This design comes from an exercise in tuning for small area on the open sky130 flow, not from production work. Function was checked by simulation only, so behaviour that the tests miss may differ from the original. Power is estimated from default activity; no workload was simulated.

## flow/flow/run.sh

```bash
#!/bin/bash
export BUFFER_PORTS_ARGS="-buffer_cell sky130_fd_sc_hd__buf_1"
bash standard.sh > standard.log 2>&1
```

## flow/standard.sh

```bash
#!/bin/bash
# synth_recipe.tcl (not shown) runs the flow's synth.tcl, then flattens the netlist and writes it again
# the make line also repeats each setting of config.mk as NAME=value (left out here)
make -C /OpenROAD-flow-scripts/flow DESIGN_CONFIG=/design/flow/config.mk WORK_HOME=/design/flow/orfs CLKGATE_MAP_FILE= SYNTH_SCRIPT=/design/flow/synth_recipe.tcl "${@:-finish}"
```

## flow/config.mk

```make
export PLATFORM = sky130hd
export DESIGN_NAME = rgb_to_ycbcr_444
export DESIGN_NICKNAME = rgb_to_ycbcr_444
export VERILOG_FILES = /design/flow/design.v
export SDC_FILE = /design/flow/constraint.sdc
export NUM_CORES = 4
export LEC_CHECK = 0
export CAP_MARGIN = 20
export CORE_MARGIN = 2
export CORE_UTILIZATION = 70
export CTS_BUF_LIST = sky130_fd_sc_hd__clkbuf_4 sky130_fd_sc_hd__clkbuf_8
export CTS_CLUSTER_DIAMETER = 200
export CTS_CLUSTER_SIZE = 30
export GPL_TIMING_DRIVEN = 0
export SLEW_MARGIN = 20
export SYNTH_HIERARCHICAL = 1
export SYNTH_MINIMUM_KEEP_SIZE = 0
```

## flow/constraint.sdc

```tcl
create_clock -name core_clock -period 6.0 [get_ports {in_clock}]
set_input_delay 1.2000 -clock core_clock [delete_from_list [all_inputs] [get_ports {in_clock}]]
set_output_delay 1.2000 -clock core_clock [all_outputs]
set_load 0.01 [all_outputs]
```

## flow/design.v

```verilog
module rgb_to_ycbcr_444(
  input wire in_reset,
  input wire in_clock,
  input wire [7:0] in_r,
  input wire [7:0] in_g,
  input wire [7:0] in_b,
  output reg [7:0] out_y,
  output reg [7:0] out_cb,
  output reg [7:0] out_cr
  );
  wire n0 = in_g[0] & in_b[0];
  wire n1, n2;
  fa_cell u_n1 (.a(in_r[0]), .b(in_g[1]), .c(in_b[1]), .s(n1), .co(n2));
  wire n3 = n0 & n1;
  wire n4, n5;
  fa_cell u_n4 (.a(in_r[1]), .b(in_g[2]), .c(in_b[2]), .s(n4), .co(n5));
  wire n6 = (n2 & n4) | (n2 & n3) | (n4 & n3);
  wire n7, n8;
  fa_cell u_n7 (.a(in_r[2]), .b(in_g[3]), .c(in_b[3]), .s(n7), .co(n8));
  wire n9, n10;
  fa_cell u_n9 (.a(in_b[0]), .b(n5), .c(n7), .s(n9), .co(n10));
  wire n11 = n9 & n6;
  wire n12, n13;
  fa_cell u_n12 (.a(in_r[3]), .b(in_g[4]), .c(in_b[4]), .s(n12), .co(n13));
  wire n14, n15;
  fa_cell u_n14 (.a(in_b[1]), .b(in_b[0]), .c(n8), .s(n14), .co(n15));
  wire n16, n17;
  fa_cell u_n16 (.a(n12), .b(n10), .c(n14), .s(n16), .co(n17));
  wire n18 = n11 & n16;
  wire n19, n20;
  fa_cell u_n19 (.a(in_r[4]), .b(in_g[5]), .c(in_b[5]), .s(n19), .co(n20));
  wire n21, n22;
  fa_cell u_n21 (.a(in_b[2]), .b(in_b[1]), .c(n13), .s(n21), .co(n22));
  wire n23, n24;
  fa_cell u_n23 (.a(n19), .b(n15), .c(n21), .s(n23), .co(n24));
  wire n25 = (n17 & n23) | (n17 & n18) | (n23 & n18);
  wire n26, n27;
  fa_cell u_n26 (.a(in_r[5]), .b(in_r[0]), .c(in_g[6]), .s(n26), .co(n27));
  wire n28, n29;
  fa_cell u_n28 (.a(in_b[6]), .b(in_b[3]), .c(in_b[2]), .s(n28), .co(n29));
  wire n30, n31;
  fa_cell u_n30 (.a(n20), .b(n26), .c(n28), .s(n30), .co(n31));
  wire n32, n33;
  fa_cell u_n32 (.a(n22), .b(n30), .c(n24), .s(n32), .co(n33));
  wire n34 = n32 & n25;
  wire n35, n36;
  fa_cell u_n35 (.a(in_r[6]), .b(in_r[1]), .c(in_g[7]), .s(n35), .co(n36));
  wire n37, n38;
  fa_cell u_n37 (.a(in_g[0]), .b(in_b[7]), .c(in_b[4]), .s(n37), .co(n38));
  wire n39, n40;
  fa_cell u_n39 (.a(in_b[3]), .b(n27), .c(n29), .s(n39), .co(n40));
  wire n41, n42;
  fa_cell u_n41 (.a(n35), .b(n37), .c(n31), .s(n41), .co(n42));
  wire n43, n44;
  fa_cell u_n43 (.a(n39), .b(n41), .c(n33), .s(n43), .co(n44));
  wire n45 = n34 & n43;
  wire n46, n47;
  fa_cell u_n46 (.a(in_r[7]), .b(in_r[2]), .c(in_g[1]), .s(n46), .co(n47));
  wire n48, n49;
  fa_cell u_n48 (.a(in_b[5]), .b(in_b[4]), .c(n36), .s(n48), .co(n49));
  wire n50, n51;
  fa_cell u_n50 (.a(n38), .b(n46), .c(n40), .s(n50), .co(n51));
  wire n52, n53;
  fa_cell u_n52 (.a(n48), .b(n42), .c(n50), .s(n52), .co(n53));
  wire n54, n55;
  fa_cell u_n54 (.a(n52), .b(n44), .c(n45), .s(n54), .co(n55));
  wire n56, n57;
  fa_cell u_n56 (.a(in_r[3]), .b(in_g[2]), .c(in_b[6]), .s(n56), .co(n57));
  wire n58, n59;
  fa_cell u_n58 (.a(in_b[5]), .b(n47), .c(n56), .s(n58), .co(n59));
  wire n60, n61;
  fa_cell u_n60 (.a(n49), .b(n58), .c(n51), .s(n60), .co(n61));
  wire n62, n63;
  fa_cell u_n62 (.a(n53), .b(n60), .c(n55), .s(n62), .co(n63));
  wire n64, n65;
  fa_cell u_n64 (.a(in_r[4]), .b(in_g[3]), .c(in_b[7]), .s(n64), .co(n65));
  wire n66, n67;
  fa_cell u_n66 (.a(in_b[6]), .b(n57), .c(n64), .s(n66), .co(n67));
  wire n68, n69;
  fa_cell u_n68 (.a(n59), .b(n66), .c(n61), .s(n68), .co(n69));
  wire n70, n71;
  fa_cell u_n70 (.a(in_r[5]), .b(in_g[4]), .c(in_b[7]), .s(n70), .co(n71));
  wire n72, n73;
  fa_cell u_n72 (.a(n65), .b(n70), .c(n67), .s(n72), .co(n73));
  wire n74;
  xor_cell u_n74 (.a(in_r[6]), .b(in_g[5]), .y(n74));
  wire n75 = in_r[6] | in_g[5];
  wire n76;
  xor_cell u_n76 (.a(n74), .b(n71), .y(n76));
  wire n77 = ~n74 & n71;
  wire n78, n79;
  fa_cell u_n78 (.a(in_r[7]), .b(in_g[6]), .c(n75), .s(n78), .co(n79));
  wire n80 = n68 & n63;
  wire n81 = n68 | n63;
  wire n82;
  xor_cell u_n82 (.a(n68), .b(n63), .y(n82));
  wire n83 = n72 & n69;
  wire n84 = n72 | n69;
  wire n85;
  xor_cell u_n85 (.a(n72), .b(n69), .y(n85));
  wire n86 = ~n76 & n73;
  wire n87 = ~n76 | n73;
  wire n88;
  xor_cell u_n88 (.a(n76), .b(n73), .y(n88));
  wire n89 = n77 & n78;
  wire n90 = n77 | n78;
  wire n91;
  xor_cell u_n91 (.a(n77), .b(n78), .y(n91));
  wire n92 = in_g[7] & n79;
  wire n93 = in_g[7] | n79;
  wire n94;
  xor_cell u_n94 (.a(in_g[7]), .b(n79), .y(n94));
  wire n95 = n83 | (n84 & n80);
  wire n96 = n84 & n81;
  wire n97 = n89 | (n90 & n86);
  wire n98 = n90 & n87;
  wire n99 = 1'b0 | (1'b0 & n92);
  wire n100 = 1'b0 & n93;
  wire n101 = n86 | (n87 & n95);
  wire n102 = n87 & n96;
  wire n103 = n97 | (n98 & n95);
  wire n104 = n98 & n96;
  wire n105 = n92 | (n93 & n103);
  wire n106 = n93 & n104;
  wire n107 = n99 | (n100 & n103);
  wire n108 = n100 & n104;
  wire n109 = n80;
  wire n110;
  xor_cell u_n110 (.a(n85), .b(n109), .y(n110));
  wire n111 = n95;
  wire n112;
  xor_cell u_n112 (.a(n88), .b(n111), .y(n112));
  wire n113 = n101;
  wire n114;
  xor_cell u_n114 (.a(n91), .b(n113), .y(n114));
  wire n115 = n103;
  wire n116;
  xor_cell u_n116 (.a(n94), .b(n115), .y(n116));
  wire n117 = n105;
  wire n118 = in_b[0] & ~in_g[0];
  wire n119 = in_b[0] | ~in_g[0];
  wire n120;
  xor_cell u_n120 (.a(in_b[0]), .b(in_g[0]), .y(n120));
  wire n121 = in_b[1] & ~in_g[1];
  wire n122 = in_b[1] | ~in_g[1];
  wire n123;
  xor_cell u_n123 (.a(in_b[1]), .b(in_g[1]), .y(n123));
  wire n124 = in_b[2] & ~in_g[2];
  wire n125 = in_b[2] | ~in_g[2];
  wire n126;
  xor_cell u_n126 (.a(in_b[2]), .b(in_g[2]), .y(n126));
  wire n127 = in_b[3] & ~in_g[3];
  wire n128 = in_b[3] | ~in_g[3];
  wire n129;
  xor_cell u_n129 (.a(in_b[3]), .b(in_g[3]), .y(n129));
  wire n130 = in_b[4] & ~in_g[4];
  wire n131 = in_b[4] | ~in_g[4];
  wire n132;
  xor_cell u_n132 (.a(in_b[4]), .b(in_g[4]), .y(n132));
  wire n133 = in_b[5] & ~in_g[5];
  wire n134 = in_b[5] | ~in_g[5];
  wire n135;
  xor_cell u_n135 (.a(in_b[5]), .b(in_g[5]), .y(n135));
  wire n136 = in_b[6] & ~in_g[6];
  wire n137 = in_b[6] | ~in_g[6];
  wire n138;
  xor_cell u_n138 (.a(in_b[6]), .b(in_g[6]), .y(n138));
  wire n139 = in_b[7] & ~in_g[7];
  wire n140 = in_b[7] | ~in_g[7];
  wire n141;
  xor_cell u_n141 (.a(in_b[7]), .b(in_g[7]), .y(n141));
  wire n142 = n121 | (n122 & n119);
  wire n143 = n122 & n119;
  wire n144 = n127 | (n128 & n124);
  wire n145 = n128 & n125;
  wire n146 = n133 | (n134 & n130);
  wire n147 = n134 & n131;
  wire n148 = n139 | (n140 & n136);
  wire n149 = n140 & n137;
  wire n150 = n124 | (n125 & n142);
  wire n151 = n125 & n143;
  wire n152 = n144 | (n145 & n142);
  wire n153 = n145 & n143;
  wire n154 = n136 | (n137 & n146);
  wire n155 = n137 & n147;
  wire n156 = n148 | (n149 & n146);
  wire n157 = n149 & n147;
  wire n158 = n130 | (n131 & n152);
  wire n159 = n131 & n153;
  wire n160 = n146 | (n147 & n152);
  wire n161 = n147 & n153;
  wire n162 = n154 | (n155 & n152);
  wire n163 = n155 & n153;
  wire n164 = n156 | (n157 & n152);
  wire n165 = n157 & n153;
  wire n166 = n119;
  wire n167;
  xor_cell u_n167 (.a(n123), .b(n166), .y(n167));
  wire n168 = n142;
  wire n169;
  xor_cell u_n169 (.a(n126), .b(n168), .y(n169));
  wire n170 = n150;
  wire n171;
  xor_cell u_n171 (.a(n129), .b(n170), .y(n171));
  wire n172 = n152;
  wire n173;
  xor_cell u_n173 (.a(n132), .b(n172), .y(n173));
  wire n174 = n158;
  wire n175;
  xor_cell u_n175 (.a(n135), .b(n174), .y(n175));
  wire n176 = n160;
  wire n177;
  xor_cell u_n177 (.a(n138), .b(n176), .y(n177));
  wire n178 = n162;
  wire n179;
  xor_cell u_n179 (.a(n141), .b(n178), .y(n179));
  wire n180 = n164;
  wire n181 = in_r[0] & ~in_g[0];
  wire n182 = in_r[0] | ~in_g[0];
  wire n183;
  xor_cell u_n183 (.a(in_r[0]), .b(in_g[0]), .y(n183));
  wire n184 = in_r[1] & ~in_g[1];
  wire n185 = in_r[1] | ~in_g[1];
  wire n186;
  xor_cell u_n186 (.a(in_r[1]), .b(in_g[1]), .y(n186));
  wire n187 = in_r[2] & ~in_g[2];
  wire n188 = in_r[2] | ~in_g[2];
  wire n189;
  xor_cell u_n189 (.a(in_r[2]), .b(in_g[2]), .y(n189));
  wire n190 = in_r[3] & ~in_g[3];
  wire n191 = in_r[3] | ~in_g[3];
  wire n192;
  xor_cell u_n192 (.a(in_r[3]), .b(in_g[3]), .y(n192));
  wire n193 = in_r[4] & ~in_g[4];
  wire n194 = in_r[4] | ~in_g[4];
  wire n195;
  xor_cell u_n195 (.a(in_r[4]), .b(in_g[4]), .y(n195));
  wire n196 = in_r[5] & ~in_g[5];
  wire n197 = in_r[5] | ~in_g[5];
  wire n198;
  xor_cell u_n198 (.a(in_r[5]), .b(in_g[5]), .y(n198));
  wire n199 = in_r[6] & ~in_g[6];
  wire n200 = in_r[6] | ~in_g[6];
  wire n201;
  xor_cell u_n201 (.a(in_r[6]), .b(in_g[6]), .y(n201));
  wire n202 = in_r[7] & ~in_g[7];
  wire n203 = in_r[7] | ~in_g[7];
  wire n204;
  xor_cell u_n204 (.a(in_r[7]), .b(in_g[7]), .y(n204));
  wire n205 = n184 | (n185 & n182);
  wire n206 = n185 & n182;
  wire n207 = n190 | (n191 & n187);
  wire n208 = n191 & n188;
  wire n209 = n196 | (n197 & n193);
  wire n210 = n197 & n194;
  wire n211 = n202 | (n203 & n199);
  wire n212 = n203 & n200;
  wire n213 = n187 | (n188 & n205);
  wire n214 = n188 & n206;
  wire n215 = n207 | (n208 & n205);
  wire n216 = n208 & n206;
  wire n217 = n199 | (n200 & n209);
  wire n218 = n200 & n210;
  wire n219 = n211 | (n212 & n209);
  wire n220 = n212 & n210;
  wire n221 = n193 | (n194 & n215);
  wire n222 = n194 & n216;
  wire n223 = n209 | (n210 & n215);
  wire n224 = n210 & n216;
  wire n225 = n217 | (n218 & n215);
  wire n226 = n218 & n216;
  wire n227 = n219 | (n220 & n215);
  wire n228 = n220 & n216;
  wire n229 = n182;
  wire n230;
  xor_cell u_n230 (.a(n186), .b(n229), .y(n230));
  wire n231 = n205;
  wire n232;
  xor_cell u_n232 (.a(n189), .b(n231), .y(n232));
  wire n233 = n213;
  wire n234;
  xor_cell u_n234 (.a(n192), .b(n233), .y(n234));
  wire n235 = n215;
  wire n236;
  xor_cell u_n236 (.a(n195), .b(n235), .y(n236));
  wire n237 = n221;
  wire n238;
  xor_cell u_n238 (.a(n198), .b(n237), .y(n238));
  wire n239 = n223;
  wire n240;
  xor_cell u_n240 (.a(n201), .b(n239), .y(n240));
  wire n241 = n225;
  wire n242;
  xor_cell u_n242 (.a(n204), .b(n241), .y(n242));
  wire n243 = n227;
  wire n244, n245;
  fa_cell u_n244 (.a(n183), .b(n183), .c(~n230), .s(n244), .co(n245));
  wire n246, n247;
  fa_cell u_n246 (.a(n230), .b(n232), .c(~n245), .s(n246), .co(n247));
  wire n248;
  xor_cell u_n248 (.a(n120), .b(n232), .y(n248));
  wire n249 = n120 & ~n232;
  wire n250, n251;
  ha_cell u_n250 (.a(n234), .b(n248), .s(n250), .co(n251));
  wire n252;
  xor_cell u_n252 (.a(n183), .b(n167), .y(n252));
  wire n253 = n183 & ~n167;
  wire n254, n255;
  fa_cell u_n254 (.a(n252), .b(~n249), .c(n236), .s(n254), .co(n255));
  wire n256, n257;
  ha_cell u_n256 (.a(n234), .b(n251), .s(n256), .co(n257));
  wire n258, n259;
  fa_cell u_n258 (.a(n230), .b(~n253), .c(n169), .s(n258), .co(n259));
  wire n260, n261;
  fa_cell u_n260 (.a(n236), .b(n238), .c(n258), .s(n260), .co(n261));
  wire n262, n263;
  ha_cell u_n262 (.a(n257), .b(n255), .s(n262), .co(n263));
  wire n264, n265;
  fa_cell u_n264 (.a(n120), .b(n232), .c(n171), .s(n264), .co(n265));
  wire n266, n267;
  fa_cell u_n266 (.a(n259), .b(n240), .c(n238), .s(n266), .co(n267));
  wire n268, n269;
  fa_cell u_n268 (.a(n264), .b(n263), .c(n261), .s(n268), .co(n269));
  wire n270, n271;
  fa_cell u_n270 (.a(~n167), .b(n173), .c(n234), .s(n270), .co(n271));
  wire n272, n273;
  fa_cell u_n272 (.a(n242), .b(n240), .c(n265), .s(n272), .co(n273));
  wire n274, n275;
  fa_cell u_n274 (.a(n270), .b(n267), .c(n272), .s(n274), .co(n275));
  wire n276, n277;
  ha_cell u_n276 (.a(n169), .b(n243), .s(n276), .co(n277));
  wire n278, n279;
  fa_cell u_n278 (.a(n236), .b(n175), .c(n242), .s(n278), .co(n279));
  wire n280, n281;
  fa_cell u_n280 (.a(~n276), .b(n271), .c(n278), .s(n280), .co(n281));
  wire n282, n283;
  fa_cell u_n282 (.a(n273), .b(n280), .c(n275), .s(n282), .co(n283));
  wire n284, n285;
  fa_cell u_n284 (.a(n171), .b(n243), .c(n277), .s(n284), .co(n285));
  wire n286, n287;
  fa_cell u_n286 (.a(n177), .b(n238), .c(n279), .s(n286), .co(n287));
  wire n288, n289;
  fa_cell u_n288 (.a(~n284), .b(n281), .c(n286), .s(n288), .co(n289));
  wire n290;
  xor_cell u_n290 (.a(n173), .b(n179), .y(n290));
  wire n291 = n173 & ~n179;
  wire n292, n293;
  fa_cell u_n292 (.a(n240), .b(n290), .c(~n285), .s(n292), .co(n293));
  wire n294, n295;
  ha_cell u_n294 (.a(n287), .b(n292), .s(n294), .co(n295));
  wire n296, n297;
  fa_cell u_n296 (.a(n180), .b(n175), .c(~n242), .s(n296), .co(n297));
  wire n298, n299;
  fa_cell u_n298 (.a(n291), .b(n296), .c(~n293), .s(n298), .co(n299));
  wire n300, n301;
  fa_cell u_n300 (.a(n243), .b(n177), .c(n297), .s(n300), .co(n301));
  wire n302, n303;
  ha_cell u_n302 (.a(n179), .b(n301), .s(n302), .co(n303));
  wire n304;
  xor_cell u_n304 (.a(n180), .b(n303), .y(n304));
  wire n305 = ~n244 & n246;
  wire n306 = ~n244 | n246;
  wire n307 = n250 & n247;
  wire n308 = n250 | n247;
  wire n309 = n256 & n254;
  wire n310 = n256 | n254;
  wire n311 = n262 & n260;
  wire n312 = n262 | n260;
  wire n313 = n266 & n268;
  wire n314 = n266 | n268;
  wire n315 = n269 & n274;
  wire n316 = n269 | n274;
  wire n317;
  xor_cell u_n317 (.a(n269), .b(n274), .y(n317));
  wire n318 = n288 & n283;
  wire n319 = n288 | n283;
  wire n320;
  xor_cell u_n320 (.a(n288), .b(n283), .y(n320));
  wire n321 = n294 & n289;
  wire n322 = n294 | n289;
  wire n323;
  xor_cell u_n323 (.a(n294), .b(n289), .y(n323));
  wire n324 = n295 & ~n298;
  wire n325 = n295 | ~n298;
  wire n326;
  xor_cell u_n326 (.a(n295), .b(n298), .y(n326));
  wire n327 = ~n300 & ~n299;
  wire n328 = ~n300 | ~n299;
  wire n329;
  xor_cell u_n329 (.a(n300), .b(n299), .y(n329));
  wire n330 = n307 | (n308 & n305);
  wire n331 = n308 & n306;
  wire n332 = n311 | (n312 & n309);
  wire n333 = n312 & n310;
  wire n334 = n315 | (n316 & n313);
  wire n335 = n316 & n314;
  wire n336 = n318 | (n319 & 1'b0);
  wire n337 = n319 & n282;
  wire n338 = n324 | (n325 & n321);
  wire n339 = n325 & n322;
  wire n340 = 1'b0 | (~n302 & n327);
  wire n341 = ~n302 & n328;
  wire n342 = n309 | (n310 & n330);
  wire n343 = n310 & n331;
  wire n344 = n332 | (n333 & n330);
  wire n345 = n333 & n331;
  wire n346 = 1'b0 | (n282 & n334);
  wire n347 = n282 & n335;
  wire n348 = n336 | (n337 & n334);
  wire n349 = n337 & n335;
  wire n350 = n327 | (n328 & n338);
  wire n351 = n328 & n339;
  wire n352 = n340 | (n341 & n338);
  wire n353 = n341 & n339;
  wire n354 = n313 | (n314 & n344);
  wire n355 = n314 & n345;
  wire n356 = n334 | (n335 & n344);
  wire n357 = n335 & n345;
  wire n358 = n346 | (n347 & n344);
  wire n359 = n347 & n345;
  wire n360 = n348 | (n349 & n344);
  wire n361 = n349 & n345;
  wire n362 = 1'b0 | (n304 & n352);
  wire n363 = n304 & n353;
  wire n364 = n321 | (n322 & n360);
  wire n365 = n322 & n361;
  wire n366 = n338 | (n339 & n360);
  wire n367 = n339 & n361;
  wire n368 = n350 | (n351 & n360);
  wire n369 = n351 & n361;
  wire n370 = n352 | (n353 & n360);
  wire n371 = n353 & n361;
  wire n372 = n362 | (n363 & n360);
  wire n373 = n363 & n361;
  wire n374 = n354;
  wire n375;
  xor_cell u_n375 (.a(n317), .b(n374), .y(n375));
  wire n376 = n356;
  wire n377;
  xor_cell u_n377 (.a(n282), .b(n376), .y(n377));
  wire n378 = n358;
  wire n379;
  xor_cell u_n379 (.a(n320), .b(n378), .y(n379));
  wire n380 = n360;
  wire n381;
  xor_cell u_n381 (.a(n323), .b(n380), .y(n381));
  wire n382 = n364;
  wire n383;
  xor_cell u_n383 (.a(n326), .b(n382), .y(n383));
  wire n384 = n366;
  wire n385;
  xor_cell u_n385 (.a(n329), .b(n384), .y(n385));
  wire n386 = n368;
  wire n387;
  xor_cell u_n387 (.a(n302), .b(n386), .y(n387));
  wire n388 = n370;
  wire n389;
  xor_cell u_n389 (.a(n304), .b(n388), .y(n389));
  wire n390;
  xor_cell u_n390 (.a(n183), .b(n120), .y(n390));
  wire n391 = n183 | n120;
  wire n392;
  xor_cell u_n392 (.a(n230), .b(n167), .y(n392));
  wire n393 = n230 | n167;
  wire n394;
  xor_cell u_n394 (.a(n391), .b(n392), .y(n394));
  wire n395 = n391 | n392;
  wire n396, n397;
  fa_cell u_n396 (.a(n393), .b(n232), .c(n169), .s(n396), .co(n397));
  wire n398, n399;
  fa_cell u_n398 (.a(~n395), .b(n175), .c(n396), .s(n398), .co(n399));
  wire n400, n401;
  fa_cell u_n400 (.a(n183), .b(n234), .c(n171), .s(n400), .co(n401));
  wire n402, n403;
  fa_cell u_n402 (.a(n397), .b(n177), .c(n400), .s(n402), .co(n403));
  wire n404, n405;
  fa_cell u_n404 (.a(~n230), .b(n236), .c(n173), .s(n404), .co(n405));
  wire n406, n407;
  fa_cell u_n406 (.a(n179), .b(n401), .c(n404), .s(n406), .co(n407));
  wire n408, n409;
  ha_cell u_n408 (.a(n232), .b(n180), .s(n408), .co(n409));
  wire n410, n411;
  fa_cell u_n410 (.a(n238), .b(n175), .c(~n408), .s(n410), .co(n411));
  wire n412, n413;
  fa_cell u_n412 (.a(n405), .b(n410), .c(n407), .s(n412), .co(n413));
  wire n414, n415;
  ha_cell u_n414 (.a(n234), .b(n409), .s(n414), .co(n415));
  wire n416, n417;
  fa_cell u_n416 (.a(n240), .b(n177), .c(~n414), .s(n416), .co(n417));
  wire n418, n419;
  ha_cell u_n418 (.a(n411), .b(n416), .s(n418), .co(n419));
  wire n420, n421;
  ha_cell u_n420 (.a(n236), .b(n415), .s(n420), .co(n421));
  wire n422, n423;
  fa_cell u_n422 (.a(n242), .b(n179), .c(~n420), .s(n422), .co(n423));
  wire n424, n425;
  fa_cell u_n424 (.a(n417), .b(n422), .c(n419), .s(n424), .co(n425));
  wire n426, n427;
  ha_cell u_n426 (.a(n243), .b(n180), .s(n426), .co(n427));
  wire n428, n429;
  fa_cell u_n428 (.a(n238), .b(n426), .c(n421), .s(n428), .co(n429));
  wire n430;
  xor_cell u_n430 (.a(n423), .b(n428), .y(n430));
  wire n431 = n423 & ~n428;
  wire n432, n433;
  fa_cell u_n432 (.a(n427), .b(n240), .c(n429), .s(n432), .co(n433));
  wire n434, n435;
  ha_cell u_n434 (.a(n242), .b(n433), .s(n434), .co(n435));
  wire n436;
  xor_cell u_n436 (.a(n243), .b(n435), .y(n436));
  wire n437 = n390 & n171;
  wire n438 = n390 | n171;
  wire n439 = n173 & n394;
  wire n440 = n173 | n394;
  wire n441 = n399 & n402;
  wire n442 = n399 | n402;
  wire n443 = n403 & n406;
  wire n444 = n403 | n406;
  wire n445;
  xor_cell u_n445 (.a(n403), .b(n406), .y(n445));
  wire n446 = n418 & n413;
  wire n447 = n418 | n413;
  wire n448;
  xor_cell u_n448 (.a(n418), .b(n413), .y(n448));
  wire n449 = ~n430 & n425;
  wire n450 = ~n430 | n425;
  wire n451;
  xor_cell u_n451 (.a(n430), .b(n425), .y(n451));
  wire n452 = n431 & ~n432;
  wire n453 = n431 | ~n432;
  wire n454;
  xor_cell u_n454 (.a(n431), .b(n432), .y(n454));
  wire n455 = ~n120 | (1'b1 & 1'b0);
  wire n456 = 1'b1 & 1'b0;
  wire n457 = 1'b0 | (n169 & 1'b0);
  wire n458 = n169 & n167;
  wire n459 = n439 | (n440 & n437);
  wire n460 = n440 & n438;
  wire n461 = n441 | (n442 & 1'b0);
  wire n462 = n442 & n398;
  wire n463 = 1'b0 | (n412 & n443);
  wire n464 = n412 & n444;
  wire n465 = 1'b0 | (n424 & n446);
  wire n466 = n424 & n447;
  wire n467 = n452 | (n453 & n449);
  wire n468 = n453 & n450;
  wire n469 = 1'b0 | (n436 & 1'b0);
  wire n470 = n436 & ~n434;
  wire n471 = 1'b0 | (n167 & n455);
  wire n472 = n167 & n456;
  wire n473 = n457 | (n458 & n455);
  wire n474 = n458 & n456;
  wire n475 = 1'b0 | (n398 & n459);
  wire n476 = n398 & n460;
  wire n477 = n461 | (n462 & n459);
  wire n478 = n462 & n460;
  wire n479 = n446 | (n447 & n463);
  wire n480 = n447 & n464;
  wire n481 = n465 | (n466 & n463);
  wire n482 = n466 & n464;
  wire n483 = 1'b0 | (~n434 & n467);
  wire n484 = ~n434 & n468;
  wire n485 = n469 | (n470 & n467);
  wire n486 = n470 & n468;
  wire n487 = n437 | (n438 & n473);
  wire n488 = n438 & n474;
  wire n489 = n459 | (n460 & n473);
  wire n490 = n460 & n474;
  wire n491 = n475 | (n476 & n473);
  wire n492 = n476 & n474;
  wire n493 = n477 | (n478 & n473);
  wire n494 = n478 & n474;
  wire n495 = n449 | (n450 & n481);
  wire n496 = n450 & n482;
  wire n497 = n467 | (n468 & n481);
  wire n498 = n468 & n482;
  wire n499 = n483 | (n484 & n481);
  wire n500 = n484 & n482;
  wire n501 = n485 | (n486 & n481);
  wire n502 = n486 & n482;
  wire n503 = n443 | (n444 & n493);
  wire n504 = n444 & n494;
  wire n505 = n463 | (n464 & n493);
  wire n506 = n464 & n494;
  wire n507 = n479 | (n480 & n493);
  wire n508 = n480 & n494;
  wire n509 = n481 | (n482 & n493);
  wire n510 = n482 & n494;
  wire n511 = n495 | (n496 & n493);
  wire n512 = n496 & n494;
  wire n513 = n497 | (n498 & n493);
  wire n514 = n498 & n494;
  wire n515 = n499 | (n500 & n493);
  wire n516 = n500 & n494;
  wire n517 = n501 | (n502 & n493);
  wire n518 = n502 & n494;
  wire n519 = n493;
  wire n520;
  xor_cell u_n520 (.a(n445), .b(n519), .y(n520));
  wire n521 = n503;
  wire n522;
  xor_cell u_n522 (.a(n412), .b(n521), .y(n522));
  wire n523 = n505;
  wire n524;
  xor_cell u_n524 (.a(n448), .b(n523), .y(n524));
  wire n525 = n507;
  wire n526;
  xor_cell u_n526 (.a(n424), .b(n525), .y(n526));
  wire n527 = n509;
  wire n528;
  xor_cell u_n528 (.a(n451), .b(n527), .y(n528));
  wire n529 = n511;
  wire n530;
  xor_cell u_n530 (.a(n454), .b(n529), .y(n530));
  wire n531 = n513;
  wire n532;
  xor_cell u_n532 (.a(n434), .b(n531), .y(n532));
  wire n533 = n515;
  wire n534;
  xor_cell u_n534 (.a(n436), .b(n533), .y(n534));
  wire [7:0] y_d = {n117, n116, n114, ~n112, n110, n82, n62, n54};
  wire [7:0] cb_d = {n389, ~n387, n385, ~n383, n381, n379, n377, n375};
  wire [7:0] cr_d = {n534, ~n532, ~n530, ~n528, n526, n524, n522, n520};
  always @(posedge in_clock) begin
    if (in_reset) begin
      out_y <= 8'd0;
      out_cb <= 8'd0;
      out_cr <= 8'd0;
    end else begin
      out_y <= y_d;
      out_cb <= cb_d;
      out_cr <= cr_d;
    end
  end
endmodule
module fa_cell(input wire a, input wire b, input wire c, output wire s, output wire co);
  assign s = a ^ b ^ c;
  assign co = (a & b) | (a & c) | (b & c);
endmodule
module ha_cell(input wire a, input wire b, output wire s, output wire co);
  assign s = a ^ b;
  assign co = a & b;
endmodule
module xor_cell(input wire a, input wire b, output wire y);
  assign y = a ^ b;
endmodule
```

==> run notes, run 1 <==
Global route
The number of antenna violations at the first check in global routing is 0. The via count of the first global-routing pass was 2618. Summed over all layers, the global routing overflow is 0. The total global routing track utilization is 29.00%.

The pin count of the biggest net entering global routing is 15. The global-route wire length before repair is 12.15 mm.

Place
At the end of routability-driven placement, the weighted congestion stood at 0.8523. The count of buffers added on input and output ports is 49. The worst slack at placement is -0.3647 ns. The wire-length estimate of the detail-placed layout is 6.001 mm. The post-placement cell area is 3886 um^2.

Routing
For this block, the initial DRC count from the detailed router was 134. The first detailed-routing pass ran for 4 iterations. Wires add up to 7.542 mm. The remaining antenna violation count is 0. The average wire length per cell after detail routing is 16.65 um.

The total via count in the routed design is 2570. The DRC violation count after routing is 0. The number of vias per cell is 5.673.

Yosys
In this run the biggest area consumer among cell types represents 37.66% of the synthesized area. The count of different cell masters after synthesis is 39. Dividing the synthesized area by the synthesized cell count gives 10.95 um^2. Synthesis produced 330 cells.

The count of warnings emitted by yosys is 7. The number of synthesized flops with an enable pin is 0. The largest total area in the synthesized netlist belongs to fa_1.

Synthesis produced a netlist with a net count of 436. Synthesis inferred 24 register bits. Sequential elements use 13.29% of the synthesized area.

The mapped netlist covers 3615 um^2. The share of async-settable or async-resettable flops after synthesis is 0%. The most frequently used flop master after synthesis is dfxtp_1. Ranked by total cell area, the synthesized netlist is headed by fa_1 38%, xor2_1 18%, dfxtp_1 13%.

Final layout
From synthesis to final layout, the design area changed by 12.29%. The final instance area is 4059 um^2. Registers take 480.5 um^2.

In the layout the commonest cells are 68 x fa_1, 67 x xor2_1, 43 x buf_1. The multi-input logic area is 3142 um^2. The number of nets at the end of the flow is 490.

Measured on the finished design, the core utilization comes to 80.50%. The filler cells instantiated in the layout total 334. The antenna diode count is 0. The share of final-layout standard cells stronger than drive strength 1 is 8.355%. The most common cell after layout, fill and taps aside is fa_1.

Setup path
The signal on the critical path passes through buf_1 > fa_1 > fa_1 > fa_1 > fa_1 > fa_1 > and3_1 > fa_1 > fa_1 > and2_4 > maj3_2 > maj3_2 > maj3_2 > xor2_1 > nor2b_1. The biggest cell delay along the critical path is 0.47 ns. The nature of the critical path startpoint is an input pin.

STA puts the critical path data required time at 6.14 ns. The maximum fanout along the worst path is 5. The most repeated library cell on the critical path is fa_1. The critical path buffer and inverter count is 1. The worst setup path is of the input pin to flop kind. STA classifies the critical path endpoint as a flop.

Broken down by cell family, the worst path's largest delay share belongs to adder cells. Among all stages on the critical path, the largest delay is contributed by fa_1. The endpoint arrival time on the critical path is 5.96 ns.

Die
For this configuration, the core starts out at a cell density of 71.69%. The floorplan has 26 rows. 50 I/O pins were placed. The die is 75.86 um wide. The die outline height is 75.86 um. The floorplan step defined a die boundary enclosing 5755 um^2.

The area of the placeable core is 5042 um^2.

Timing
The final number of hold-violating endpoints is 0. The tightest slew margin relative to the limit is 37.97%. The worst-case setup margin in the final layout is 0.1778 ns. The count of endpoints failing setup in the final report is 0. The time the worst path needs with I/O delays and setup is 5.822 ns.

The slew at the pin with the worst max-slew slack is 0.9273 ns. The max-slew violation total from the final report was 0. The part of the cycle the worst path needs is 97.04%. Based on the critical path, the design can be clocked at up to 171.8 MHz.

Power and ir drop
The maximum vdd ir drop is 0.3725 mV. The static leakage power is 1.681 nW. The total power density per cell area is 555.0 nW/um^2.

CTS
The clock passes through at most 2 buffers. In this run the number of H-tree levels came out at 1. The CTS root buffer is clkbuf_8. CTS saw 24 sinks. The buffers inserted during post-CTS setup optimization is 0. TritonCTS built the clock tree.

After clock tree synthesis, the clock-pin slew on the worst setup and hold paths is 0.09 ns. The number of hold buffers added after CTS was 0. Buffers inserted during clock tree synthesis total 3.

Flow run
The tool flagged a number of max-cap violations equal to 0.

Worst hold path
The worst hold path class is input pin to flop.

Status
The run finished with no timing, DRC or antenna violations.
Yosys stat by module (local to each module, per instance):
module            copies in the design  cell area [um^2]
xor_cell                            75             8.758
ha_cell                             12             12.51
fa_cell                             68             20.02
rgb_to_ycbcr_444                     1              1446
state kept, by name, summed over array words and instances (netlist names):
register	cells
out_cb	8
out_y	8
out_cr	8
power breakdown:
part	switching, mW	total [mW]	internal (mW)
combinational	0.975	1.85	0.877
clock	0.0599	0.149	0.0893
sequential	0.0146	0.252	0.238
total	1.05	2.25	1.20
final timing paths:
path | start | end | slack, ns | cells past startpoint
setup / recovery | in_g[3] | out_y[6] | 0.18 | 15
hold / removal | in_reset | out_cb[7] | 1.21 | 2
stage by stage:
step / TNS (ns) / power, mW / cells / hold slack (ns)
2_1_floorplan: 0 / 1.734 / 330 / 1.272
3_3_place_gp: -1.494 / 2.016 / 449 / 1.491
3_5_place_dp: -2.513 / 2.072 / 449 / 1.496
4_1_cts: 0 / 2.245 / 453 / 1.210
5_1_grt: -0.04643 / 2.510 / 453 / 1.246
6_report: 0 / 2.253 / 453 / 1.209
per-layer routing:
layer  wire length, um  part of all wire, %  GRT usage [%]
met1              3165                   42          36.82
met2              3962                   53          50.96
met3               308                  4.1          5.026
met4               106                  1.4          8.382
met5                 0                    0              0
cell type report:
class	instances	share of cell area, %
buffer	2	0.1850
clock inverter	1	0.7398
clock buffer	3	1.017
sequential	24	11.84
timing repair buffer	49	4.716
multi-input combinational	283	77.40
tap	70	2.158
inverter	21	1.942
cell usage after synthesis (all sizes together) (3+ instances only):
library cell / n
o211ai: 6
xor2: 75
a31oi: 6
o21ai: 4
and2: 3
a21boi: 3
inv: 21
o221ai: 5
and3: 3
maj3: 18
fa: 68
a21oi: 5
nor2b: 23
nand2b: 7
ha: 12
nand2: 13
dfxtp: 24
nor2: 9
a211o: 3
logic make-up after synthesis:
kind of cell               count (synthesis)  synth area share [%]
DFF                                       24                 13.29
AOI/OAI and AO/OA                         48                 9.900
buffers and inverters                     23                 2.389
adders and majority gates                 98                 47.01
and+or+nand+nor                           62                 9.242
xor gates and xnor gates                  75                 18.17
repair_timing:
action / 4_1_cts / 5_1_grt
gates resized for setup: 2 / 16
cloned: 0 / 0
setup endpoints to repair: 4 / 8
==> run 2, diff against run 1 <==
--- a/flow/config.mk
+++ b/flow/config.mk
@@ -7,10 +7,8 @@
 export LEC_CHECK = 0
 export CAP_MARGIN = 20
 export CORE_MARGIN = 2
-export CORE_UTILIZATION = 70
+export CORE_UTILIZATION = 50
 export CTS_BUF_LIST = sky130_fd_sc_hd__clkbuf_4 sky130_fd_sc_hd__clkbuf_8
-export CTS_CLUSTER_DIAMETER = 200
-export CTS_CLUSTER_SIZE = 30
 export GPL_TIMING_DRIVEN = 0
 export SLEW_MARGIN = 20
 export SYNTH_HIERARCHICAL = 1
==> run 2 against run 1 <==
Critical path type unchanged. Critical endpoint unchanged. Still clean. Via count down 3.2%. Maximum frequency shrank 0.17%. Power fell by 0.77%. Wire length shrank 1.1%. First-iteration DRC count shrank 6.7%.
==> run notes, run 2 <==
Status
Status: timing/DRC/antenna clean (unchanged).

Routing
The DRC marker count from the first detailed-route iteration is 125 (was 134). The remaining antenna violation count is 0 (unchanged). The number of search-and-repair iterations in the first detailed-routing pass is 4 (unchanged).

The total via count in the routed design came to 2488 (was 2570). The DRC violation count after routing is 0 (unchanged). The total routed wirelength was 7.456 mm (was 7.542 mm). The number of vias per cell came to 5.194 (was 5.673). The average wire length per cell after detail routing came to 15.57 um (was 16.65 um).

Power and ir drop
The total power density per cell area is 549.2 nW/um^2 (was 555.0 nW/um^2). The static leakage power is 1.663 nW (was 1.681 nW). The maximum vdd ir drop is 0.3615 mV (was 0.3725 mV).

Final layout
The share of final-layout standard cells stronger than drive strength 1 is 6.527% (was 8.355%). Commonest non-fill, non-tap cells in the layout: 69 x xor2_1, 68 x fa_1, 48 x buf_1 (was 68 x fa_1, 67 x xor2_1, 43 x buf_1). The share of the core filled with cells in the final layout is 58.93% (was 80.50%). The area growth from synthesis to layout is 12.60% (was 12.29%).

The number of nets at the end of the flow came to 490 (unchanged). The most common cell after layout, fill and taps aside is xor2_1 (was fa_1). The area occupied by registers is 480.5 um^2 (unchanged). The number of fillers in the final layout is 634 (was 334). The final instance count without filler cells is 479 (was 453).

Top Registers: out_cb (8), out_cr (8), out_y (8) (unchanged). The multi-input logic area is 3127 um^2 (was 3142 um^2). The final instance area came to 4070 um^2 (was 4059 um^2). The antenna diode count was 0 (unchanged).

Yosys
The post-synth net total is 436 (unchanged). The post-synthesis cell count is 330 (unchanged). The most frequently used flop master after synthesis was dfxtp_1 (unchanged). The library cell with the highest instance count after synthesis is xor2_1 (unchanged). The count of warnings emitted by yosys was 7 (unchanged). The share of async-settable or async-resettable flops after synthesis is 0% (unchanged). The cell type with the highest aggregate area in the netlist is fa_1 (unchanged). The average cell area after synthesis came to 10.95 um^2 (unchanged).

Leading cell types by total area after synthesis: fa_1 38%, xor2_1 18%, dfxtp_1 13% (unchanged). Most used standard cells in the synthesized netlist: 75 x xor2_1, 68 x fa_1, 24 x dfxtp_1 (unchanged). The sequential cell area fraction in the yosys report was 13.29% (unchanged). The count of different cell masters after synthesis is 39 (unchanged). The total of flip-flops plus latches after synthesis is 24 (unchanged). The number of synthesized flops with an enable pin was 0 (unchanged). The synthesized cell area was 3615 um^2 (unchanged). The proportion of netlist area held by the largest area contributor is 37.66% (unchanged).

Die
The effective utilization at floorplan is 52.34% (was 71.69%). The placement row count is 30 (was 26). The die footprint is 7925 um^2 (was 5755 um^2). The die outline height came to 89.03 um (was 75.86 um). The die width is 89.03 um (was 75.86 um). The number of placed I/O pins came to 50 (unchanged). The area of the placeable core is 6907 um^2 (was 5042 um^2).

Setup path
The endpoint arrival time on the critical path came to 5.99 ns (was 5.96 ns). The data required time at the worst endpoint is 6.16 ns (was 6.14 ns). The nature of the critical path startpoint is an input pin (unchanged). The maximum fanout along the worst path was 5 (unchanged).

The class of the most critical setup path is input pin to flop (unchanged). The critical path capture point type was a flop (unchanged).

Timing
The max-slew violation total from the final report came to 0 (unchanged). The peak clock frequency supported by timing is 171.5 MHz (was 171.8 MHz). The worst-case setup margin in the final layout is 0.1679 ns (was 0.1778 ns).

Setup repair after global routing left no endpoint under its margin. The tightest slew margin relative to the limit was 39.27% (was 37.97%). The slew at the pin with the worst max-slew slack is 0.9078 ns (was 0.9273 ns).

The final setup TNS is 0 ns (unchanged). The part of the cycle the worst path needs came to 97.20% (was 97.04%). The count of endpoints failing setup in the final report is 0 (unchanged). The time the worst path needs with I/O delays and setup is 5.832 ns (was 5.822 ns). The final number of hold-violating endpoints was 0 (unchanged).

Global route
The total global routing track utilization is 21.11% (was 29.00%). The via count of the first global-routing pass is 2499 (was 2618). The global-route wire length before repair is 12.65 mm (was 12.15 mm). The number of antenna violations at the first check in global routing was 0 (unchanged). The pin count of the biggest net entering global routing is 15 (unchanged). The total grt overflow is 0 (unchanged).

Worst hold path
The worst hold path class was input pin to flop (unchanged). The end of the worst hold path is out_cb[7] (unchanged). The worst hold path startpoint is in_reset (unchanged). The number of cells traversed by the worst hold path is 2 (unchanged).

CTS
The CTS tree is done (unchanged). The clock edge transition at the registers on the reported setup and hold paths was 0.11 ns (was 0.09 ns). The CTS root buffer is clkbuf_8 (unchanged). The number of buffers added by the clock tree synthesis step is 3 (unchanged). The level count of the clock H-tree was 1 (unchanged). The hold buffer count at CTS is 0 (unchanged). The maximum buffer depth of the clock tree is 2 (unchanged).

The number of sinks driven by the clock tree is 24 (unchanged).

Place
The worst slack at placement is -0.3808 ns (was -0.3647 ns). The HPWL after detailed placement is 6.102 mm (was 6.001 mm). The post-placement cell area is 3919 um^2 (was 3886 um^2). The total of buffers placed on input and output ports was 49 (unchanged). The last weighted congestion value of the routability-driven placer is 0.8015 (was 0.8523).

The placed instance count was 475 (was 449).

Flow run
The reported max-cap violation count came to 0 (unchanged).
==> run 2: cell counts after synthesis <==
No cell type changed its count.
==> run 2: cells by family (layout without fill, tap and decap cells) <==
kind of cell | count (synthesis) | in the layout | share of synthesized area [%]
fa+ha+maj | 98 | 98 | 47.01
compound gates | 48 | 48 | 9.900
flops | 24 | 24 | 13.29
buf+inv | 23 | 76 | 2.389
simple gates | 62 | 62 | 9.242
xor+xnor | 75 | 75 | 18.17
==> run 2: routing by layer <==
metal	wire length, um	vias to the layer above	GRT usage, %
met5	0	-	0
met4	33	0	2.714
met3	167	2	2.124
met2	3664	31	34.74
met1	3591	1252	31.42
li1	-	1203	-
==> run 2: report_power, final <==
part	switching, mW	total, mW	internal (mW)
combinational	0.956	1.83	0.875
sequential	0.0141	0.252	0.238
clock	0.0633	0.153	0.0894
==> run 2: layout make-up <==
| cell class | count | share of cell area, % |
|---|---|---|
| repair buffers | 49 | 4.550 |
| clock inverters | 1 | 0.7378 |
| clock buffers | 3 | 1.014 |
| flip-flops and latches | 24 | 11.80 |
| plain buffers | 2 | 0.1844 |
| well taps | 96 | 2.951 |
| inverters | 21 | 1.937 |
| multi-input cells | 283 | 76.82 |
==> run 2: worst max path at each step <==
stage               startpoint   endpoint  slack, ns  cells after the start
finish                 in_g[4]   out_y[6]       0.17                     15
global route           in_g[0]  out_cr[3]     0.0009                     15
CTS                    in_g[0]  out_cr[7]      0.004                     15
detailed placement     in_g[0]  out_cb[4]      -0.38                     15
global placement       in_g[0]  out_cr[7]      -0.38                     15
floorplan              in_r[3]   out_y[6]       0.28                     14
==> run 2: critical path, stage by stage <==
cell and delay [ns]:
buf_1 0.22, fa_1 0.47, fa_1 0.45, fa_1 0.38, fa_1 0.38, fa_1 0.43
and3_1 0.19, fa_1 0.39, fa_1 0.41, and2_4 0.16, maj3_2 0.33, maj3_2 0.34
maj3_2 0.34, xor2_1 0.16, nor2b_1 0.13
==> run 2: through the flow <==
| step | power [mW] | hold slack (ns) |
|---|---|---|
| 6_report | 2.235 | 1.214 |
| 5_1_grt | 2.496 | 1.214 |
| 4_1_cts | 2.246 | 1.205 |
| 3_5_place_dp | 2.069 | 1.507 |
| 3_3_place_gp | 2.049 | 1.499 |
| 2_1_floorplan | 1.734 | 1.272 |
==> run 2: per-module statistics from Yosys (local to each module, per instance) <==
module            cells  area (um^2)
ha_cell               1        12.51
xor_cell              1        8.758
fa_cell               1        20.02
rgb_to_ycbcr_444    175         1446
==> run 2: timing repair <==
item | 4_1_cts | 5_1_grt
endpoints found under the hold margin | 0 | 0
setup endpoints to repair | 6 | 8
resized for setup | 2 | 9
setup buffers | 0 | 0
==> run 3, diff against run 2 <==
--- a/flow/config.mk
+++ b/flow/config.mk
@@ -7,7 +7,7 @@
 export LEC_CHECK = 0
 export CAP_MARGIN = 20
 export CORE_MARGIN = 2
-export CORE_UTILIZATION = 50
+export CORE_UTILIZATION = 65
 export CTS_BUF_LIST = sky130_fd_sc_hd__clkbuf_4 sky130_fd_sc_hd__clkbuf_8
 export GPL_TIMING_DRIVEN = 0
 export SLEW_MARGIN = 20
==> run 3 against run 2 <==
Core utilization is 15 points higher. Via count is 2.4% higher. Worst hold slack worse by 0.012 ns. Still clean on timing, DRC and antenna. Die area is 22% lower.
==> run notes, run 3 <==
Status
Status: timing/DRC/antenna clean (unchanged).

Yosys
The cell type with the highest aggregate area in the netlist is fa_1 (unchanged). The sequential cell area fraction in the yosys report was 13.29% (unchanged). The total of flip-flops plus latches after synthesis is 24 (unchanged).

The synthesized cell area is 3615 um^2 (unchanged). The post-synth net total is 436 (unchanged). The library cell with the highest instance count after synthesis was xor2_1 (unchanged). The most frequently used flop master after synthesis is dfxtp_1 (unchanged).

The count of different cell masters after synthesis is 39 (unchanged). The post-synthesis cell count was 330 (unchanged). Most used standard cells in the synthesized netlist: 75 x xor2_1, 68 x fa_1, 24 x dfxtp_1 (unchanged). Leading cell types by total area after synthesis: fa_1 38%, xor2_1 18%, dfxtp_1 13% (unchanged). The proportion of netlist area held by the largest area contributor came to 37.66% (unchanged).

The count of warnings emitted by yosys is 7 (unchanged). The number of synthesized flops with an enable pin came to 0 (unchanged). The average cell area after synthesis was 10.95 um^2 (unchanged). The share of async-settable or async-resettable flops after synthesis is 0% (unchanged).

Setup path
The class of the most critical setup path is input pin to flop (unchanged). The critical path capture point type is a flop (unchanged). The nature of the critical path startpoint is an input pin (unchanged). The data required time at the worst endpoint is 6.15 ns (was 6.16 ns).

The endpoint arrival time on the critical path was 5.97 ns (was 5.99 ns). The maximum fanout along the worst path is 6 (was 5).

Place
The total of buffers placed on input and output ports is 49 (unchanged). The HPWL after detailed placement is 6.158 mm (was 6.102 mm). The last weighted congestion value of the routability-driven placer is 0.8535 (was 0.8015). The placed instance count is 451 (was 475).

Die
The area of the placeable core is 5439 um^2 (was 6907 um^2). The die footprint is 6173 um^2 (was 7925 um^2). The die outline height came to 78.57 um (was 89.03 um). The effective utilization at floorplan is 66.46% (was 52.34%).

The number of placed I/O pins was 50 (unchanged). The die width came to 78.57 um (was 89.03 um). The placement row count is 27 (was 30).

CTS
The maximum buffer depth of the clock tree is 2 (unchanged). The CTS root buffer is clkbuf_8 (unchanged). The clock edge transition at the registers on the reported setup and hold paths came to 0.09 ns (was 0.11 ns). The level count of the clock H-tree is 1 (unchanged). The CTS tree is done (unchanged). The number of sinks driven by the clock tree is 24 (unchanged). The number of buffers added by the clock tree synthesis step is 3 (unchanged).

Final layout
The final instance count without filler cells is 455 (was 479). The share of final-layout standard cells stronger than drive strength 1 was 7.833% (was 6.527%). The antenna diode count is 0 (unchanged). The multi-input logic area came to 3134 um^2 (was 3127 um^2).

The number of nets at the end of the flow is 490 (unchanged). Commonest non-fill, non-tap cells in the layout: 68 x fa_1, 68 x xor2_1, 44 x buf_1 (was 69 x xor2_1, 68 x fa_1, 48 x buf_1). Top Registers: out_cb (8), out_cr (8), out_y (8) (unchanged). The area occupied by registers is 480.5 um^2 (unchanged). The number of fillers in the final layout is 413 (was 634).

The area growth from synthesis to layout came to 11.66% (was 12.60%).

Global route
The global routing met1 resource utilization came to 35.82% (was 31.42%). The met3 capacity usage during global routing is 5.402% (was 2.124%). The number of antenna violations at the first check in global routing is 0 (unchanged).

The global-route wire length before repair is 13.34 mm (was 12.65 mm). The pin count of the biggest net entering global routing is 14 (was 15). The total global routing track utilization is 28.05% (was 21.11%). The via count of the first global-routing pass is 2773 (was 2499). The total grt overflow is 0 (unchanged). The global routing met2 resource utilization is 49.15% (was 34.74%).

The busiest layer in global routing is met2 (unchanged).

Routing
The total routed wirelength is 7.548 mm (was 7.456 mm). The number of search-and-repair iterations in the first detailed-routing pass was 4 (unchanged). The total via count in the routed design was 2547 (was 2488). The DRC marker count from the first detailed-route iteration is 117 (was 125).

The DRC violation count after routing is 0 (unchanged). The remaining antenna violation count was 0 (unchanged). The average wire length per cell after detail routing is 16.59 um (was 15.57 um). The number of vias per cell was 5.598 (was 5.194).

Power and ir drop
The total power density per cell area came to 552.0 nW/um^2 (was 549.2 nW/um^2). The maximum vdd ir drop was 0.3732 mV (was 0.3615 mV). The static leakage power is 1.669 nW (was 1.663 nW).

Timing
The smallest hold slack came to 1.202 ns (was 1.214 ns). The max-slew violation total from the final report is 0 (unchanged). The peak clock frequency supported by timing is 171.8 MHz (was 171.5 MHz).

The part of the cycle the worst path needs is 97.01% (was 97.20%). The time the worst path needs with I/O delays and setup is 5.820 ns (was 5.832 ns). The slew at the pin with the worst max-slew slack is 0.8401 ns (was 0.9078 ns). The count of endpoints failing setup in the final report is 0 (unchanged). The final number of hold-violating endpoints was 0 (unchanged). The tightest slew margin relative to the limit is 43.73% (was 39.27%).

Flow run
The reported max-cap violation count is 0 (unchanged).

Worst hold path
The worst hold path class was input pin to flop (unchanged).
==> run 3: layout make-up <==
type	instances	area share [%]
inverter	21	1.953
multi-input combinational	283	77.65
sequential	24	11.90
buffer	2	0.1860
timing repair buffer	49	4.712
clock buffer	4	1.364
tap	72	2.232
==> run 3: power by group <==
part	leakage [nW]	internal (mW)	total, mW	switching, mW
Sequential	0.200	0.238	0.253	0.0151
Combinational	1.44	0.879	1.86	0.978
Clock	0.0288	0.0589	0.118	0.0589
Total	1.67	1.18	2.23	1.05
==> run 3: worst paths after layout <==
check,cells after the start,slack (ns),end,startpoint
max,15,0.18,out_y[6],in_r[2]
min,2,1.20,out_cb[5],in_reset
==> run 3: what timing repair did <==
| action | CTS | global route |
|---|---|---|
| hold buffers | 0 | 0 |
| buffers inserted | 0 | 0 |
| gates resized for setup | 2 | 14 |
| endpoints found under the setup margin | 3 | 9 |
==> run 3: Yosys stat by module, one instance, submodules excluded <==
module            flops+latches  area (um^2)  copies in the design
ha_cell                       0        12.51                    12
rgb_to_ycbcr_444             24         1446                     1
fa_cell                       0        20.02                    68
xor_cell                      0        8.758                    75
==> run 3: cell families after synthesis <==
| group | count (synthesis) | synth area share [%] |
|---|---|---|
| AOI/OAI and AO/OA | 48 | 9.900 |
| and+or+nand+nor | 62 | 9.242 |
| adders and majority gates | 98 | 47.01 |
| xor gates and xnor gates | 75 | 18.17 |
| buffers and inverters | 23 | 2.389 |
| DFF | 24 | 13.29 |
==> run 3: worst max-delay path, cell delays in order <==
cell	delay (ns)
buf_1	0.21
fa_1	0.48
fa_1	0.39
fa_1	0.42
fa_1	0.39
fa_1	0.42
and3_1	0.20
fa_1	0.38
fa_1	0.41
and2_4	0.17
maj3_2	0.32
maj3_2	0.34
maj3_2	0.35
xor2_1	0.17
nor2b_1	0.13
==> run 3: metrics by stage <==
step	cell area (um^2)	TNS, ns	util, %	worst slack [ns]	total power [mW]
2_1_floorplan	3615	0	-	0.2758	1.734
3_3_place_gp	3889	-1.478	71.50	-0.2738	2.024
3_5_place_dp	3889	-2.270	71.50	-0.3743	2.077
4_1_cts	3959	0	72.79	0.08321	2.217
5_1_grt	4036	-0.006442	74.21	-0.006442	2.486
6_report	4036	0	74.21	0.1796	2.228
==> run 3: per-layer routing <==
metal / wire length [um] / share of wire, %
met1: 3095 / 41
met4: 137 / 1.8
met5: 0 / 0
met3: 352 / 4.7
met2: 3962 / 52
==> run 4, diff against run 3 <==
--- a/flow/config.mk
+++ b/flow/config.mk
@@ -7,9 +7,9 @@
 export LEC_CHECK = 0
 export CAP_MARGIN = 20
 export CORE_MARGIN = 2
-export CORE_UTILIZATION = 65
+export CORE_UTILIZATION = 60
 export CTS_BUF_LIST = sky130_fd_sc_hd__clkbuf_4 sky130_fd_sc_hd__clkbuf_8
-export GPL_TIMING_DRIVEN = 0
+export GPL_TIMING_DRIVEN = 1
 export SLEW_MARGIN = 20
 export SYNTH_HIERARCHICAL = 1
 export SYNTH_MINIMUM_KEEP_SIZE = 0
==> run 4 against run 3 <==
Highest routed layer is now met5. Die area grew 7.9%. Clock power up 35%. Critical endpoint unchanged. Maximum frequency is 1.9% higher. Largest cell class unchanged. Final area up 5.1%. Clock-buffer cell count decreased by 1. Synthesized cell count is the same.
==> run notes, run 4 <==
Final layout
The area occupied by registers was 480.5 um^2 (unchanged). The number of fillers in the final layout was 453 (was 413). The final instance area was 4243 um^2 (was 4036 um^2). The antenna diode count was 0 (unchanged). The final instance count without filler cells is 494 (was 455). The number of nets at the end of the flow came to 526 (was 490). The multi-input logic area is 3048 um^2 (was 3134 um^2).

The share of final-layout standard cells stronger than drive strength 1 came to 13.13% (was 7.833%). Top Registers: out_cb (8), out_cr (8), out_y (8) (unchanged). The area growth from synthesis to layout is 17.38% (was 11.66%). The library cell used most frequently in the layout, excluding fill and tap cells, is xor2_1. Commonest non-fill, non-tap cells in the layout: 75 x xor2_1, 68 x fa_1, 48 x buf_1 (was 68 x fa_1, 68 x xor2_1, 44 x buf_1).

Power and ir drop
The total power density per cell area is 535.6 nW/um^2 (was 552.0 nW/um^2). The static leakage power is 1.828 nW (was 1.669 nW). The switching power of the nets came to 1.037 mW (was 1.052 mW). The sequential share of power is 11.1% (was 11.4%). The maximum vdd ir drop is 0.4569 mV (was 0.3732 mV). The internal power component was 1.235 mW (was 1.176 mW).

The power share of the combinational group came to 81.9% (was 83.4%). The fraction of power spent switching nets is 45.64% (was 47.23%). The clock share of power was 7.0% (was 5.3%).

Yosys
The synthesized cell area is 3615 um^2 (unchanged). The cell type with the highest aggregate area in the netlist is fa_1 (unchanged). The total of flip-flops plus latches after synthesis is 24 (unchanged). The number of synthesized flops with an enable pin came to 0 (unchanged). The post-synthesis cell count is 330 (unchanged). Leading cell types by total area after synthesis: fa_1 38%, xor2_1 18%, dfxtp_1 13% (unchanged).

The average cell area after synthesis is 10.95 um^2 (unchanged). The post-synth net total came to 436 (unchanged). The proportion of netlist area held by the largest area contributor is 37.66% (unchanged). The library cell with the highest instance count after synthesis is xor2_1 (unchanged). The count of warnings emitted by yosys is 7 (unchanged).

The sequential cell area fraction in the yosys report is 13.29% (unchanged). The most frequently used flop master after synthesis was dfxtp_1 (unchanged). The count of different cell masters after synthesis came to 39 (unchanged). Most used standard cells in the synthesized netlist: 75 x xor2_1, 68 x fa_1, 24 x dfxtp_1 (unchanged). The share of async-settable or async-resettable flops after synthesis was 0% (unchanged).

Die
The area of the placeable core came to 5886 um^2 (was 5439 um^2). The effective utilization at floorplan is 61.42% (was 66.46%). The die footprint is 6661 um^2 (was 6173 um^2). The number of placed I/O pins is 50 (unchanged).

The die outline height is 81.62 um (was 78.57 um). The placement row count is 28 (was 27). The die width is 81.62 um (was 78.57 um).

Place
The worst slack at placement is -0.07751 ns (was -0.3743 ns). The HPWL after detailed placement came to 6.533 mm (was 6.158 mm). The placed instance count is 490 (was 451). The total of buffers placed on input and output ports is 49 (unchanged). The last weighted congestion value of the routability-driven placer was 0.9048 (was 0.8535). The post-placement cell area is 4170 um^2 (was 3889 um^2).

Global route
The total global routing track utilization is 25.89% (was 28.05%). The via count of the first global-routing pass came to 2757 (was 2773). The total grt overflow is 0 (unchanged).

The number of antenna violations at the first check in global routing is 1 (was 0). The global-route wire length before repair was 12.93 mm (was 13.34 mm). The pin count of the biggest net entering global routing is 25 (was 14).

Timing
The slew at the pin with the worst max-slew slack is 0.7531 ns (was 0.8401 ns). The final number of hold-violating endpoints is 0 (unchanged). The count of endpoints failing setup in the final report is 0 (unchanged). The max-slew violation total from the final report is 0 (unchanged). Setup repair after global routing left no endpoint under its margin. The tightest slew margin relative to the limit is 49.63% (was 43.73%).

The time the worst path needs with I/O delays and setup is 5.713 ns (was 5.820 ns). The worst-case setup margin in the final layout is 0.2865 ns (was 0.1796 ns). The peak clock frequency supported by timing is 175.0 MHz (was 171.8 MHz). The part of the cycle the worst path needs was 95.22% (was 97.01%).

Setup path
The nature of the critical path startpoint was an input pin (unchanged). The class of the most critical setup path was input pin to flop (unchanged). The endpoint arrival time on the critical path is 5.88 ns (was 5.97 ns). The critical path capture point type is a flop (unchanged).

The data required time at the worst endpoint is 6.17 ns (was 6.15 ns). The maximum fanout along the worst path is 3 (was 6).

CTS
The clock edge transition at the registers on the reported setup and hold paths is 0.11 ns (was 0.09 ns). The CTS tree is done (unchanged). The CTS root buffer is clkbuf_8 (unchanged). The number of sinks driven by the clock tree is 24 (unchanged). The maximum buffer depth of the clock tree is 2 (unchanged). The number of buffers added by the clock tree synthesis step is 3 (unchanged).

The buffers inserted during post-CTS setup optimization is 0 (unchanged). The hold buffer count at CTS is 0 (unchanged). The level count of the clock H-tree was 1 (unchanged).

The quantity of gates resized following cts was 0 (was 2).

Routing
The number of search-and-repair iterations in the first detailed-routing pass is 4 (unchanged). The remaining antenna violation count came to 0 (unchanged). The DRC marker count from the first detailed-route iteration came to 93 (was 117). The DRC violation count after routing was 0 (unchanged). The number of vias per cell is 5.308 (was 5.598). The average wire length per cell after detail routing is 15.27 um (was 16.59 um).

The total via count in the routed design came to 2622 (was 2547). The total routed wirelength was 7.544 mm (was 7.548 mm).

Status
Status: timing/DRC/antenna clean (unchanged).

Worst hold path
The worst hold path startpoint was in_g[7] (was in_reset). The end of the worst hold path is out_y[7] (was out_cb[5]). The number of cells traversed by the worst hold path came to 4 (was 2). The worst hold path class is input pin to flop (unchanged).

Flow run
The reported max-cap violation count is 0 (unchanged).
[run 4: cell counts after synthesis]
No cell type changed its count.
[run 4: metal layers]
layer	vias to the layer above	part of all wire [%]	track usage, %
li1	1281	-	-
met3	10	2.3	3.297
met5	-	0.17	0
met1	1287	46	34.32
met4	2	0.90	4.833
met2	42	51	46.07
[run 4: cell families (layout without fill, tap and decap cells)]
| family | after synthesis | in the layout | synth area share, % |
|---|---|---|---|
| buf+inv | 23 | 112 | 2.389 |
| xor+xnor | 75 | 75 | 18.17 |
| simple gates | 62 | 62 | 9.242 |
| flops | 24 | 24 | 13.29 |
| compound gates | 48 | 48 | 9.900 |
| fa+ha+maj | 98 | 98 | 47.01 |
[run 4: critical path: stages]
cell and delay, ns:
buf_1 0.10, fa_1 0.45, fa_1 0.46, fa_1 0.39
fa_1 0.39, fa_1 0.45, and3_1 0.19, fa_1 0.37
fa_1 0.40, and2_4 0.17, maj3_2 0.32, maj3_2 0.34
maj3_2 0.34, xor2_1 0.17, nor2b_1 0.13
[run 4: worst max-delay path by stage]
stage	from	endpoint	slack [ns]	cells past startpoint
2_1_floorplan	in_r[3]	out_y[6]	0.28	14
5_1_grt	in_r[0]	out_cb[7]	0.07	16
4_1_cts	in_r[3]	out_y[6]	0.23	15
3_3_place_gp	in_r[2]	out_y[6]	0.01	15
3_5_place_dp	in_r[3]	out_y[6]	-0.08	15
6_report	in_r[3]	out_y[6]	0.29	15
[run 4: power by group through the flow]
stage	clock network, mW	logic (mW)	registers, mW
final	0.159	1.86	0.251
after global routing	0.165	2.10	0.260
after CTS	0.162	1.88	0.253
after detailed placement	0	1.86	0.256
after global placement	0	1.83	0.255
after floorplan	0	1.44	0.290
[run 4: layout make-up]
type                       count  area share, %
sequential                    24          11.32
inverter                      21          1.858
tap                           75          2.212
clock buffer                   3         0.9732
clock inverter                 1         0.7078
multi-input combinational    283          71.84
timing repair buffer          87          11.09
[run 4: per-stage QoR]
| step | hold slack (ns) | utilization [%] | total power, mW | TNS (ns) |
|---|---|---|---|---|
| 2_1_floorplan | 1.272 | - | 1.734 | 0 |
| 3_3_place_gp | 1.586 | 70.85 | 2.083 | 0 |
| 3_5_place_dp | 1.584 | 70.85 | 2.120 | -0.1105 |
| 4_1_cts | 1.364 | 72.07 | 2.299 | 0 |
| 5_1_grt | 1.406 | 72.09 | 2.529 | 0 |
| 6_report | 1.375 | 72.09 | 2.272 | 0 |
[run 4: per-module statistics from Yosys (local to each module, per instance)]
module | copies in the design | flip-flops and latches | area, um^2 | cells
xor_cell | 75 | 0 | 8.758 | 1
rgb_to_ycbcr_444 | 1 | 24 | 1446 | 175
ha_cell | 12 | 0 | 12.51 | 1
fa_cell | 68 | 0 | 20.02 | 1

## static timing again, ports no longer ideal
No port has a modelled driver above. Below, the same layouts with a new extraction and two added sets of constraints. Step 1: set_driving_cell puts a clkbuf_16 on in_clock and a buf_2 on each other input, an assumption about the parent block. Step 2 also shifts input and output timing later by t, the mid clock arrival at the registers, as if the neighbouring blocks saw the same clock. Slacks: no drivers / after step 1 / after step 2; pairs: no drivers / after step 1.
| run | t (ns) | setup WS [ns] | worst setup path at the end |
|---|---|---|---|
| run 1 | 0.300 | 0.178 / 0.177 / -0.124 | input to register |
| run 2 | 0.307 | 0.168 / 0.177 / -0.130 | input to register |
| run 3 | 0.306 | 0.180 / 0.190 / -0.116 | input to register |
| run 4 | 0.314 | 0.287 / 0.294 / -0.019 | input to register |
Met with ideal ports but missed after step 2: setup timing in every run listed. For run 4, which loses most, drivers alone change the setup slack by +0.007 ns; drivers and shift together by -0.306 ns.
